This is an optimization exercise on Yosys and OpenROAD, whose aim is small area, a short achievable clock period and few clock cycles, not a production implementation.
In this exercise RTL edits were held to simulation tests only and were not proved equivalent to the original.
Power and IR drop assume default switching activity.

## sc_core
module sc_core(
  input wire clk,
  input wire rst,
  output logic [15:0] imem_addr,
  input wire [31:0] imem_rdata,
  output logic [6:0] dmem_addr,
  output logic dmem_we,
  output logic [31:0] dmem_wdata,
  input wire [31:0] dmem_rdata,
  output logic halted
);
  localparam int NB = 4;    
  localparam int TW = 8;    
  logic [15:0] fa;                        
  logic        s1_v, s2_v;                
  logic [15:0] s1_np, s2_np;              
  logic        s1_bt, s2_bt;              
  logic [1:0]  s1_bi, s2_bi;              
  logic        q0_v, q1_v;
  logic [31:0] q0_w, q1_w;
  logic [15:0] q0_np, q1_np;
  logic        q0_bt, q1_bt;
  logic [1:0]  q0_bi, q1_bi;
  logic [31:0] pc_d;                      
  logic [NB-1:0] btb_v;
  logic [TW-1:0] btb_tag [NB];
  logic [TW-1:0] btb_tgt [NB];
  logic [1:0]    btb_rr;
  logic        x_v;
  logic [31:0] x_a, x_b, x_alt;
  logic        x_fa, x_fb;                
  logic        x_add, x_sub, x_and, x_or, x_xor, x_slt, x_sltu;
  logic        x_sll, x_sra, x_sh, x_selalt;
  logic        x_br, x_jalrg, x_pred;
  logic [2:0]  x_f3;
  logic        x_wr;                      
  logic [4:0]  x_rd;
  logic [TW-1:0] x_tag;
  logic [1:0]  x_bi;
  logic        l0_v, l1_v, l2_v;
  logic [4:0]  l0_rd, l1_rd, l2_rd;
  logic        wb_v;
  logic [4:0]  wb_rd;
  logic [31:0] wb_val;
  logic          f_hit;
  logic [1:0]    f_bi;
  logic [TW-1:0] f_tgt;
  logic [15:0]   f_pred;
  always_comb begin
    f_hit = 1'b0;
    f_bi = 2'd0;
    f_tgt = '0;
    for (int i = 0; i < NB; i++) begin
      if (btb_v[i] && btb_tag[i] == fa[TW-1:0]) begin
        f_hit = 1'b1;
        f_bi = f_bi | 2'(i);
        f_tgt = f_tgt | btb_tgt[i];
      end
    end
    f_pred = f_hit ? {fa[15:TW], f_tgt} : fa + 16'd1;
  end
  assign imem_addr = fa;
  logic [31:0] ir;
  assign ir = q0_w;
  logic [6:0] opc;
  logic [2:0] f3;
  logic [6:0] f7;
  logic [4:0] rs1, rs2, rdf;
  assign opc = ir[6:0];
  assign f3  = ir[14:12];
  ...
Size in the first run: roughly 6100 cells after synthesis, about 1500 flip-flops, about 120 I/O pins, ~0.074 sq mm of cells after synthesis.
export LEC_CHECK = 0
export CAP_MARGIN = 20
export CORE_MARGIN = 2
export CORE_UTILIZATION = 50
export CTS_CLUSTER_DIAMETER = 80
export CTS_CLUSTER_SIZE = 24
export PLACE_DENSITY = 0.65
export SLEW_MARGIN = 20
create_clock -name core_clock -period 16.0 [get_ports {clk}]
standard.sh (not shown) runs the stock make flow with config.mk's settings and CLKGATE_MAP_FILE= SYNTH_SCRIPT=/design/flow/synth_recipe.tcl, a recipe that flattens the netlist after the stock synthesis.
==> flow/flow/run.sh <==
#!/bin/bash
set -euo pipefail
bash standard.sh SETUP_SLACK_MARGIN=11.4 finish > standard_flow.log 2>&1
Testbench counts at the start, summed over its fixed seeds: cycles 157,190.
Rerun with:
--- a/flow/design.v
+++ b/flow/design.v
@@ -201,21 +201,22 @@
   assign l11 = l1_v && l1_rd == rs1;
   assign l12 = l1_v && l1_rd == rs2;
   assign l21 = l2_v && l2_rd == rs1;
   assign l22 = l2_v && l2_rd == rs2;
   logic stall;
   assign stall = is_zero
               || (need_x1 && (l01 || l11))
               || (need_x2 && (l02 || l12))
               || (need_d1 && (xw1 || l01 || l11 || l21))
               || (need_d2 && (xw2 || l02 || l12 || l22))
-              || (d_alu_wr && l1_v);
+              || (d_alu_wr && l1_v)
+              || (d_alu_wr && l0_v && l0_rd == rdf);
   logic [31:0] pc4, tgt, npc;
   logic [31:0] imm_pc;
   assign imm_pc = is_jal ? imm_j : is_br ? imm_b : imm_u;
   assign pc4 = pc_d + 32'd4;
   assign tgt = pc_d + imm_pc;
   always_comb begin
     if (is_jal) npc = tgt;
     else if (jalr0) npc = {imm_i[31:1], 1'b0};
     else if (is_br && q0_bt) npc = tgt;
     else npc = pc4;
@@ -314,70 +315,78 @@
       s1_v <= !fl;
       s2_v <= s1_v && !fl;
     end
     s1_np <= f_pred;
     s1_bt <= f_hit;
     s1_bi <= f_bi;
     s2_np <= s1_np;
     s2_bt <= s1_bt;
     s2_bi <= s1_bi;
   end
-  logic q0_take;                          
-  assign q0_take = !q0_v || !stall;
   always_ff @(posedge clk) begin
-    if (q0_take) begin
-      if (q1_v) {q0_w, q0_np, q0_bt, q0_bi} <= {q1_w, q1_np, q1_bt, q1_bi};
-      else {q0_w, q0_np, q0_bt, q0_bi} <= {imem_rdata, s2_np, s2_bt, s2_bi};
-    end else if (dr) begin
-      q0_np <= npc[17:2];
-    end
-    if (!q1_v || q0_take) {q1_w, q1_np, q1_bt, q1_bi} <= {imem_rdata, s2_np, s2_bt, s2_bi};
-  end
-  always_ff @(posedge clk) begin
-    if (rst || xr) begin
+    if (rst) begin
+      q0_v <= 1'b0;
+      q1_v <= 1'b0;
+    end else if (xr) begin
       q0_v <= 1'b0;
       q1_v <= 1'b0;
     end else if (dr) begin
       q1_v <= 1'b0;
       if (issue) q0_v <= 1'b0;
-    end else if (!q0_take) begin
-      if (!q1_v) q1_v <= s2_v;
+      else q0_np <= npc[17:2];
+    end else if (q0_v && !issue) begin
+      if (!q1_v && s2_v) begin
+        q1_v <= 1'b1;
+        q1_w <= imem_rdata;
+        q1_np <= s2_np;
+        q1_bt <= s2_bt;
+        q1_bi <= s2_bi;
+      end
     end else if (q1_v) begin
       q0_v <= 1'b1;
+      q0_w <= q1_w;
+      q0_np <= q1_np;
+      q0_bt <= q1_bt;
+      q0_bi <= q1_bi;
       q1_v <= s2_v;
+      q1_w <= imem_rdata;
+      q1_np <= s2_np;
+      q1_bt <= s2_bt;
+      q1_bi <= s2_bi;
     end else begin
       q0_v <= s2_v;
+      q0_w <= imem_rdata;
+      q0_np <= s2_np;
+      q0_bt <= s2_bt;
+      q0_bi <= s2_bi;
     end
   end
   always_ff @(posedge clk) begin
     if (rst) pc_d <= 32'd0;
     else if (xr) pc_d <= xr_pc;
     else if (issue) pc_d <= npc;
   end
-  logic [8:0] mimm, maddr_rf, maddr_wb, maddr;
-  assign mimm = is_st ? imm_s[8:0] : imm_i[8:0];
-  assign maddr_rf = rf1[8:0] + mimm;
-  assign maddr_wb = wb_val[8:0] + mimm;
-  assign maddr = (wb_v && wb_rd == rs1) ? maddr_wb : maddr_rf;
+  logic [8:0] maddr;
+  assign maddr = v1[8:0] + (is_st ? imm_s[8:0] : imm_i[8:0]);
   always_ff @(posedge clk) begin
     if (rst) begin
       x_v <= 1'b0;
       l0_v <= 1'b0;
       l1_v <= 1'b0;
       l2_v <= 1'b0;
       wb_v <= 1'b0;
       dmem_we <= 1'b0;
       halted <= 1'b0;
     end else begin
       x_v <= issue;
       l0_v <= issue && is_ld && rdf != 5'd0;
-      l1_v <= l0_v && !(issue && d_alu_wr && rdf == l0_rd);
+      l1_v <= l0_v;
       l2_v <= l1_v;
       wb_v <= (x_v && x_wr) || l2_v;
       dmem_we <= issue && is_st;
       if (q0_v && is_zero && !xr && !pc_d[31] && pc_d != 32'd0) halted <= 1'b1;
     end
     l0_rd <= rdf;
     l1_rd <= l0_rd;
     l2_rd <= l1_rd;
     wb_rd <= l2_v ? l2_rd : x_rd;
     wb_val <= l2_v ? dmem_rdata : x_res;
What happened: Wire length climbs by about 1%. Sequential power climbs by about 1%. Synthesized area climbs by about 0.5%. Critical path depth climbs by 7. Setup slack is worse by 0.030 ns. Final area climbs by 2.6%. Clock-buffer cell count climbs by 3. Non-clock buffer count climbs by 78. Total power climbs by about 4.5%. Hold slack is better by 0.011 ns. Sequential share of layout area drops by 1.3 points. Clock power stays flat.
Testbench counts after the change, summed over its fixed seeds: cycles 158,294.


Another version of the RTL of sc_core (not shown whole).
For scale: roughly 6,200 cells after synthesis, ~1,500 flip-flops, ~120 I/O pins, roughly 74,000 um2 of cells after synthesis.
clock: 16.0 ns
lec_check: 0
cap_margin: 20
core_margin: 2
core_utilization: 50
cts_cluster_diameter: 80
cts_cluster_size: 24
place_density: 0.65
slew_margin: 20
Scripts as last shown in full above: flow/flow/run.sh
Testbench counts at the start, summed over its fixed seeds: cycles 157,190.
Edit:
--- a/flow/design.v
+++ b/flow/design.v
@@ -93,20 +93,21 @@
     for (int i = 0; i < NB; i++) begin
       if (btb_v[i] && btb_tag[i] == fa[TW-1:0]) begin
         f_hit = 1'b1;
         f_bi = f_bi | 2'(i);
         f_tgt = f_tgt | btb_tgt[i];
       end
     end
     f_pred = f_hit ? {fa[15:TW], f_tgt} : fa + 16'd1;
   end
   assign imem_addr = fa;
+  assign dmem_wdata = x_b;                
   logic [31:0] ir;
   assign ir = q0_w;
   logic [6:0] opc;
   logic [2:0] f3;
   logic [6:0] f7;
   logic [4:0] rs1, rs2, rdf;
   assign opc = ir[6:0];
   assign f3  = ir[14:12];
   assign f7  = ir[31:25];
   assign rs1 = ir[19:15];
@@ -201,21 +202,22 @@
   assign l11 = l1_v && l1_rd == rs1;
   assign l12 = l1_v && l1_rd == rs2;
   assign l21 = l2_v && l2_rd == rs1;
   assign l22 = l2_v && l2_rd == rs2;
   logic stall;
   assign stall = is_zero
               || (need_x1 && (l01 || l11))
               || (need_x2 && (l02 || l12))
               || (need_d1 && (xw1 || l01 || l11 || l21))
               || (need_d2 && (xw2 || l02 || l12 || l22))
-              || (d_alu_wr && l1_v);
+              || (d_alu_wr && l1_v)
+              || (d_alu_wr && l0_v && l0_rd == rdf);
   logic [31:0] pc4, tgt, npc;
   logic [31:0] imm_pc;
   assign imm_pc = is_jal ? imm_j : is_br ? imm_b : imm_u;
   assign pc4 = pc_d + 32'd4;
   assign tgt = pc_d + imm_pc;
   always_comb begin
     if (is_jal) npc = tgt;
     else if (jalr0) npc = {imm_i[31:1], 1'b0};
     else if (is_br && q0_bt) npc = tgt;
     else npc = pc4;
@@ -314,45 +316,56 @@
       s1_v <= !fl;
       s2_v <= s1_v && !fl;
     end
     s1_np <= f_pred;
     s1_bt <= f_hit;
     s1_bi <= f_bi;
     s2_np <= s1_np;
     s2_bt <= s1_bt;
     s2_bi <= s1_bi;
   end
-  logic q0_take;                          
-  assign q0_take = !q0_v || !stall;
   always_ff @(posedge clk) begin
-    if (q0_take) begin
-      if (q1_v) {q0_w, q0_np, q0_bt, q0_bi} <= {q1_w, q1_np, q1_bt, q1_bi};
-      else {q0_w, q0_np, q0_bt, q0_bi} <= {imem_rdata, s2_np, s2_bt, s2_bi};
-    end else if (dr) begin
-      q0_np <= npc[17:2];
-    end
-    if (!q1_v || q0_take) {q1_w, q1_np, q1_bt, q1_bi} <= {imem_rdata, s2_np, s2_bt, s2_bi};
-  end
-  always_ff @(posedge clk) begin
-    if (rst || xr) begin
+    if (rst) begin
+      q0_v <= 1'b0;
+      q1_v <= 1'b0;
+    end else if (xr) begin
       q0_v <= 1'b0;
       q1_v <= 1'b0;
     end else if (dr) begin
       q1_v <= 1'b0;
       if (issue) q0_v <= 1'b0;
-    end else if (!q0_take) begin
-      if (!q1_v) q1_v <= s2_v;
+      else q0_np <= npc[17:2];
+    end else if (q0_v && !issue) begin
+      if (!q1_v && s2_v) begin
+        q1_v <= 1'b1;
+        q1_w <= imem_rdata;
+        q1_np <= s2_np;
+        q1_bt <= s2_bt;
+        q1_bi <= s2_bi;
+      end
     end else if (q1_v) begin
       q0_v <= 1'b1;
+      q0_w <= q1_w;
+      q0_np <= q1_np;
+      q0_bt <= q1_bt;
+      q0_bi <= q1_bi;
       q1_v <= s2_v;
+      q1_w <= imem_rdata;
+      q1_np <= s2_np;
+      q1_bt <= s2_bt;
+      q1_bi <= s2_bi;
     end else begin
       q0_v <= s2_v;
+      q0_w <= imem_rdata;
+      q0_np <= s2_np;
+      q0_bt <= s2_bt;
+      q0_bi <= s2_bi;
     end
   end
   always_ff @(posedge clk) begin
     if (rst) pc_d <= 32'd0;
     else if (xr) pc_d <= xr_pc;
     else if (issue) pc_d <= npc;
   end
   logic [8:0] maddr;
   assign maddr = v1[8:0] + (is_st ? imm_s[8:0] : imm_i[8:0]);
   always_ff @(posedge clk) begin
@@ -360,35 +373,34 @@
       x_v <= 1'b0;
       l0_v <= 1'b0;
       l1_v <= 1'b0;
       l2_v <= 1'b0;
       wb_v <= 1'b0;
       dmem_we <= 1'b0;
       halted <= 1'b0;
     end else begin
       x_v <= issue;
       l0_v <= issue && is_ld && rdf != 5'd0;
-      l1_v <= l0_v && !(issue && d_alu_wr && rdf == l0_rd);
+      l1_v <= l0_v;
       l2_v <= l1_v;
       wb_v <= (x_v && x_wr) || l2_v;
       dmem_we <= issue && is_st;
       if (q0_v && is_zero && !xr && !pc_d[31] && pc_d != 32'd0) halted <= 1'b1;
     end
     l0_rd <= rdf;
     l1_rd <= l0_rd;
     l2_rd <= l1_rd;
     wb_rd <= l2_v ? l2_rd : x_rd;
     wb_val <= l2_v ? dmem_rdata : x_res;
     dmem_addr <= maddr[8:2];
-    dmem_wdata <= v2;
     x_a <= is_lui ? imm_u : is_auipc ? tgt : v1;
-    x_b <= (is_opi || is_jalr) ? imm_i : (is_op || is_br) ? v2 : 32'b0;
+    x_b <= (is_opi || is_jalr) ? imm_i : (is_op || is_br || is_st) ? v2 : 32'b0;
     x_fa <= need_x1 && (xw1 || l21);
     x_fb <= need_x2 && (xw2 || l22);
     x_add <= a_add || a_sub;
     x_sub <= a_sub || a_slt || a_sltu || is_br;
     x_and <= a_and;
     x_or <= a_or;
     x_xor <= a_xor;
     x_slt <= a_slt;
     x_sltu <= a_sltu;
     x_sll <= a_sll;
Result: Maximum frequency increases by a few percent; sequential cell count decreases by 32; power increases slightly; wire length increases by a few percent; setup slack gets better by 200 ps; sequential power decreases slightly; die area decreases slightly.
Testbench counts after the change, summed over its fixed seeds: cycles 158,294.

-- re-timing with driven ports --
The results above use ideal ports. As a check the final layouts listed here were re-extracted and re-timed, cells and wires unchanged.
Step 1, drivers: a clkbuf_16 drives clk and a buf_2 each remaining input, both assumed.
Step 2, shift: input delay + t, output delay - t, t = (earliest + latest rising clock arrival at the registers) / 2. This alone moves slack from input paths to output paths.
Three values: ideal, step 1, step 2; two values: the first two.
| run | t, ns | slack for setup (ns) | latest minus earliest clock arrival (ns) | pins driven straight from the clock port |
|---|---|---|---|---|
| the first run of note 1 | 0.850 | 11.257 / 11.257 / 11.048 | 0.058 / 0.058 | 1 |
| the second run of note 1 | 0.833 | 11.227 / 11.227 / 10.760 | 0.060 / 0.060 | 1 |
| the first run of note 2 | 0.851 | 11.075 / 11.075 / 10.839 | 0.061 / 0.062 | 1 |
| the second run of note 2 | 0.843 | 11.274 / 11.274 / 10.758 | 0.058 / 0.059 | 1 |
After both steps setup and hold are still met in every run listed. The setup slack of the second run of note 2, which loses most, moves by 0.000 ns with the drivers and by -0.516 ns with both steps.
